From an optimization exercise on the open Yosys and OpenROAD flow, aimed at small area; shortcuts taken in it are not production practice. Function was checked by simulation only, so behaviour that the tests miss may differ from the original. Power figures rest on the tool's default switching activity, not on a simulated workload.

## aqueduct_codec
module aqueduct_codec(
    input         clk,
    input         rst,
    input  [63:0] s_axis_tdata,
    input   [7:0] s_axis_tkeep,
    input   [7:0] s_axis_tuser,
    input   [7:0] s_axis_tdest,
    input         s_axis_tlast,
    input         s_axis_tvalid,
    output        s_axis_tready,
    input         s_pause,
    input         s_send_pause,
    input         rx_almost_full,
    input         rx_almost_empty,
    output [63:0] tx_payload,
    output  [1:0] tx_header,
    input  [63:0] rx_payload,
    input   [1:0] rx_header,
    input         rx_valid,
    output [63:0] m_axis_tdata,
    output  [7:0] m_axis_tkeep,
    output  [7:0] m_axis_tuser,
    output  [7:0] m_axis_tdest,
    output        m_axis_tlast,
    output        m_axis_tvalid,
    output        m_error,
    output        m_pause,
    output        m_unpause,
    output  [7:0] m_pause_src
);
For scale: ~350 flip-flops, ~330 I/O pins, about 0.013 mm² of cells after synthesis.
==> module payload_encoder, before the edit <==
module payload_encoder(
    input             clk_in,
    input             rst_in,
    input      [63:0] s_axis_tdata,
    input       [7:0] s_axis_tkeep,
    input       [7:0] s_axis_tuser,
    input       [7:0] s_axis_tdest,
    input             s_axis_tlast,
    input             s_axis_tvalid,
    output            s_axis_tready,
    input             inject_pause_in,
    input             pause_in,
    output reg [63:0] payload_out,
    output reg  [1:0] header_out
);
    localparam T_S1    = 8'h1e;
    localparam T_S2    = 8'h2d;
    localparam T_S3    = 8'h33;
    localparam T_S4    = 8'h4b;
    localparam T_S5    = 8'h55;
    localparam T_T0    = 8'h66;
    localparam T_T1    = 8'h78;
    localparam T_T2    = 8'h87;
    localparam T_T3    = 8'h99;
    localparam T_T4    = 8'haa;
    localparam T_T5    = 8'hb4;
    localparam T_T6    = 8'hcc;
    localparam T_T7    = 8'hd2;
    localparam T_IDLE  = 8'h00;
    localparam T_ERROR = 8'he1;
    localparam T_PAUSE = 8'hff;
    localparam H_DATA  = 2'b01;
    localparam H_CTRL  = 2'b10;
    localparam START       = 2'd0;
    localparam SEND_MIDDLE = 2'd1;
    localparam SEND_LAST   = 2'd2;
    reg        tready_reg;
    reg [63:0] b_data;
    reg  [7:0] b_keep;
    reg  [7:0] b_user;
    reg  [7:0] b_dest;
    reg        b_last;
    reg        b_valid;
    reg [63:0] h_data;
    reg  [7:0] h_keep;
    reg  [7:0] h_user;
    reg  [7:0] h_dest;
    reg        h_last;
    reg        h_valid;
    wire [89:0] b_beat = {b_data,b_keep,b_user,b_dest,b_last,b_valid};
    wire [89:0] h_beat = {h_data,h_keep,h_user,h_dest,h_last,h_valid};
    wire [89:0] c_beat = ({90{tready_reg}} & b_beat) | ({90{!tready_reg}} & h_beat);
    wire [63:0] c_data  = c_beat[89:26];
    wire  [7:0] c_keep  = c_beat[25:18];
    wire  [7:0] c_user  = c_beat[17:10];
    wire  [7:0] c_dest  = c_beat[9:2];
    wire        c_last  = c_beat[1];
    wire        c_valid = c_beat[0];
    reg        inject_pause_reg;
    reg [23:0] tdata_temp;
    reg  [2:0] tkeep_temp;
    reg  [1:0] state;
    reg  [1:0] next_state;
    reg        tready_int;
    function [63:0] start_payload;
        input  [7:0] tkeep;
        input  [7:0] tuser;
        input  [7:0] tdest;
        input [63:0] tdata;
            case(tkeep)
                8'h80: start_payload = {T_S1,tuser,tdest,tdata[63:56],{32{1'b0}}};
                8'hc0: start_payload = {T_S2,tuser,tdest,tdata[63:48],{24{1'b0}}};
                8'he0: start_payload = {T_S3,tuser,tdest,tdata[63:40],{16{1'b0}}};
                8'hf0: start_payload = {T_S4,tuser,tdest,tdata[63:32],{8{1'b0}}};
                8'hf8: start_payload = {T_S5,tuser,tdest,tdata[63:24]};
                8'hfc: start_payload = {T_S5,tuser,tdest,tdata[63:24]};
                8'hfe: start_payload = {T_S5,tuser,tdest,tdata[63:24]};
                8'hff: start_payload = {T_S5,tuser,tdest,tdata[63:24]};
                default: start_payload = {T_ERROR,{56{1'b0}}};
            endcase
    endfunction
    function [63:0] end_payload;
        input  [7:0] tkeep;
        input [63:0] tdata;
            case(tkeep)
                8'h00: end_payload = {T_T0,{56{1'b0}}};
                8'h80: end_payload = {T_T1,tdata[63:56],{48{1'b0}}};
                8'hc0: end_payload = {T_T2,tdata[63:48],{40{1'b0}}};
                8'he0: end_payload = {T_T3,tdata[63:40],{32{1'b0}}};
                8'hf0: end_payload = {T_T4,tdata[63:32],{24{1'b0}}};
                8'hf8: end_payload = {T_T5,tdata[63:24],{16{1'b0}}};
                8'hfc: end_payload = {T_T6,tdata[63:16],{8{1'b0}}};
                8'hfe: end_payload = {T_T7,tdata[63:8]};
                default: end_payload = {T_ERROR,{56{1'b0}}};
            endcase
    endfunction
    assign s_axis_tready = tready_reg;
    wire inject = inject_pause_reg ^ inject_pause_in;
    always @(*) begin
        tready_int  = 1'b1;
        header_out  = H_CTRL;
        payload_out = {T_IDLE,{56{1'b0}}};
        next_state  = state;
        if(inject) begin
            tready_int  = 1'b0;
            payload_out = {T_PAUSE,s_axis_tuser,{8{1'b0}},{32{inject_pause_in}},{8{1'b0}}};
        end
        else if(pause_in) begin
            tready_int  = 1'b0;
        end
        else begin
            case(state)
                START: begin
                    if(c_valid) begin
                        payload_out = start_payload(c_keep,c_user,c_dest,c_data);
                        next_state  = c_keep[3] ? (c_last ? SEND_LAST : SEND_MIDDLE) : START;
                    end
                end
                SEND_MIDDLE: begin
                    if(c_valid) begin
                        if(c_last && !c_keep[3]) begin
                            payload_out = end_payload({tkeep_temp,c_keep[7:3]},{tdata_temp,c_data[63:24]});
                            next_state  = c_keep[4] ? SEND_LAST : START;
                        end
                        else begin
                            header_out  = H_DATA;
                            payload_out = {tdata_temp,c_data[63:24]};
                            next_state  = c_last ? SEND_LAST : SEND_MIDDLE;
                        end
                    end
                end
                default: begin
                    tready_int  = 1'b0;
                    payload_out = end_payload({tkeep_temp,{5{1'b0}}},{tdata_temp,{40{1'b0}}});
                    next_state  = START;
                end
            endcase
        end
    end
    always @(posedge clk_in) begin
        if(tready_reg) begin
            b_data <= s_axis_tdata;
            b_keep <= s_axis_tkeep;
            b_user <= s_axis_tuser;
            b_dest <= s_axis_tdest;
            b_last <= s_axis_tlast;
        end
        h_data  <= c_data;
        h_keep  <= c_keep;
        h_user  <= c_user;
        h_dest  <= c_dest;
        h_last  <= c_last;
        h_valid <= c_valid;
        if(c_valid) begin
            tdata_temp <= c_data[23:0];
            tkeep_temp <= c_keep[2:0];
        end
    end
    always @(posedge clk_in) begin
        if(rst_in) begin
            b_valid          <= 1'b0;
            inject_pause_reg <= 1'b0;
            state            <= START;
        end
        else begin
            if(tready_reg)
                b_valid      <= s_axis_tvalid;
            inject_pause_reg <= inject_pause_in;
            state            <= next_state;
        end
    end
    always @(posedge clk_in)
        tready_reg <= tready_int;
endmodule
clock: 4.5 ns
lec_check: 0
cap_margin: 20
core_margin: 2
core_utilization: 65
cts_buf_list: sky130_fd_sc_hd__clkbuf_16
cts_cluster_diameter: 150
cts_cluster_size: 28
slew_margin: 20
standard.sh (not shown) runs the stock make flow with config.mk's settings and CLKGATE_MAP_FILE= SYNTH_SCRIPT=/design/flow/synth_recipe.tcl, a recipe that flattens the netlist after the stock synthesis.
==> flow/flow/run.sh <==
#!/bin/bash
# The standard layout with two changes:
#  - synthesis maps the logic with an area-oriented ABC script (flow/area.abc);
#    everything else in synthesis (registers, flattening, renaming) is the standard flow's own
#  - port buffers are made of the smallest buffer cell
set -euo pipefail
HERE=$(pwd)
FLOWDIR=$(cd "$(dirname "$0")" && pwd)
cp "$FLOWDIR/area.abc" "$HERE/area.abc"
{
  echo "proc abc {args} {"
  echo "  set i [lsearch -exact \$args -script]"
  echo "  if {\$i >= 0} { lset args [expr {\$i + 1}] $HERE/area.abc }"
  echo "  yosys abc {*}\$args"
  echo "}"
  cat "$HERE/synth_recipe.tcl"
} > "$HERE/area_synth.tcl"
sed "s#SYNTH_SCRIPT=[^ ]*#SYNTH_SCRIPT=$HERE/area_synth.tcl#" standard.sh > my_standard.sh
grep -q "SYNTH_SCRIPT=$HERE/area_synth.tcl" my_standard.sh
export BUFFER_PORTS_ARGS="-buffer_cell sky130_fd_sc_hd__buf_1"
bash my_standard.sh > flow_run.log 2>&1
==> flow/flow/area.abc <==
strash
&get -n
&fraig -x
&put
scorr
dc2
dretime
strash
&get -n
&deepsyn -T 60
&put
strash
&get -n
&dch -f
&nf -R 1000
&put
==> next run, changes <==
--- a/flow/design.v
+++ b/flow/design.v
@@ -96,6 +96,6 @@
     wire        c_valid = c_beat[0];
     reg        inject_pause_reg;
-    reg [23:0] tdata_temp;
-    reg  [2:0] tkeep_temp;
+    wire [23:0] tdata_temp = h_data[23:0];
+    wire  [2:0] tkeep_temp = h_keep[2:0];
     reg  [1:0] state;
     reg  [1:0] next_state;
@@ -184,14 +184,14 @@
             b_last <= s_axis_tlast;
         end
-        h_data  <= c_data;
-        h_keep  <= c_keep;
-        h_user  <= c_user;
-        h_dest  <= c_dest;
-        h_last  <= c_last;
-        h_valid <= c_valid;
-        if(c_valid) begin
-            tdata_temp <= c_data[23:0];
-            tkeep_temp <= c_keep[2:0];
-        end
+        h_data[63:24] <= c_data[63:24];
+        h_keep[7:3]   <= c_keep[7:3];
+        h_user        <= c_user;
+        h_dest        <= c_dest;
+        h_last        <= c_last;
+        h_valid       <= c_valid;
+        if(c_valid && tready_reg)
+            h_data[23:0] <= b_data[23:0];
+        if(c_valid)
+            h_keep[2:0]  <= c_keep[2:0];
     end
     always @(posedge clk_in) begin
Global-route usage barely changes.
Wire length came out lower by a few percent.
Count of clock-buffer cells in the layout came out lower by 1.
Sequential share of layout area came out lower by 0.37 points.
Cell count came out lower by a few percent.
Cell area came out lower by a few percent.
Worst setup slack loses 0.051 ns.
Total power came out lower by roughly a tenth.
Critical path depth came out lower by 1.

## static timing again, ports no longer ideal
The results above use ideal ports. As a check the final layouts listed here were re-extracted and re-timed, cells and wires unchanged. Step 1 (the two cells are an assumption about what drives the block):
set clk [get_ports {clk}]
set_driving_cell -lib_cell sky130_fd_sc_hd__clkbuf_16 $clk
set_driving_cell -lib_cell sky130_fd_sc_hd__buf_2 [delete_from_list [all_inputs] $clk]
Step 2, shift: input delay + t, output delay - t, t = (earliest + latest rising clock arrival at the registers) / 2. This alone moves slack from input paths to output paths. Slacks: ideal / step 1 / step 2; pairs: ideal / step 1.
run	t, ns	slack for setup (ns)	slew at the worst register clock pin (ns)	cell pins on the clock port's net
the first run	0.556	0.207 / 0.158 / 0.349	0.10 / 0.10	1
the second run	0.538	0.156 / 0.108 / 0.257	0.11 / 0.11	1
After both steps setup and hold are still met in every run listed.
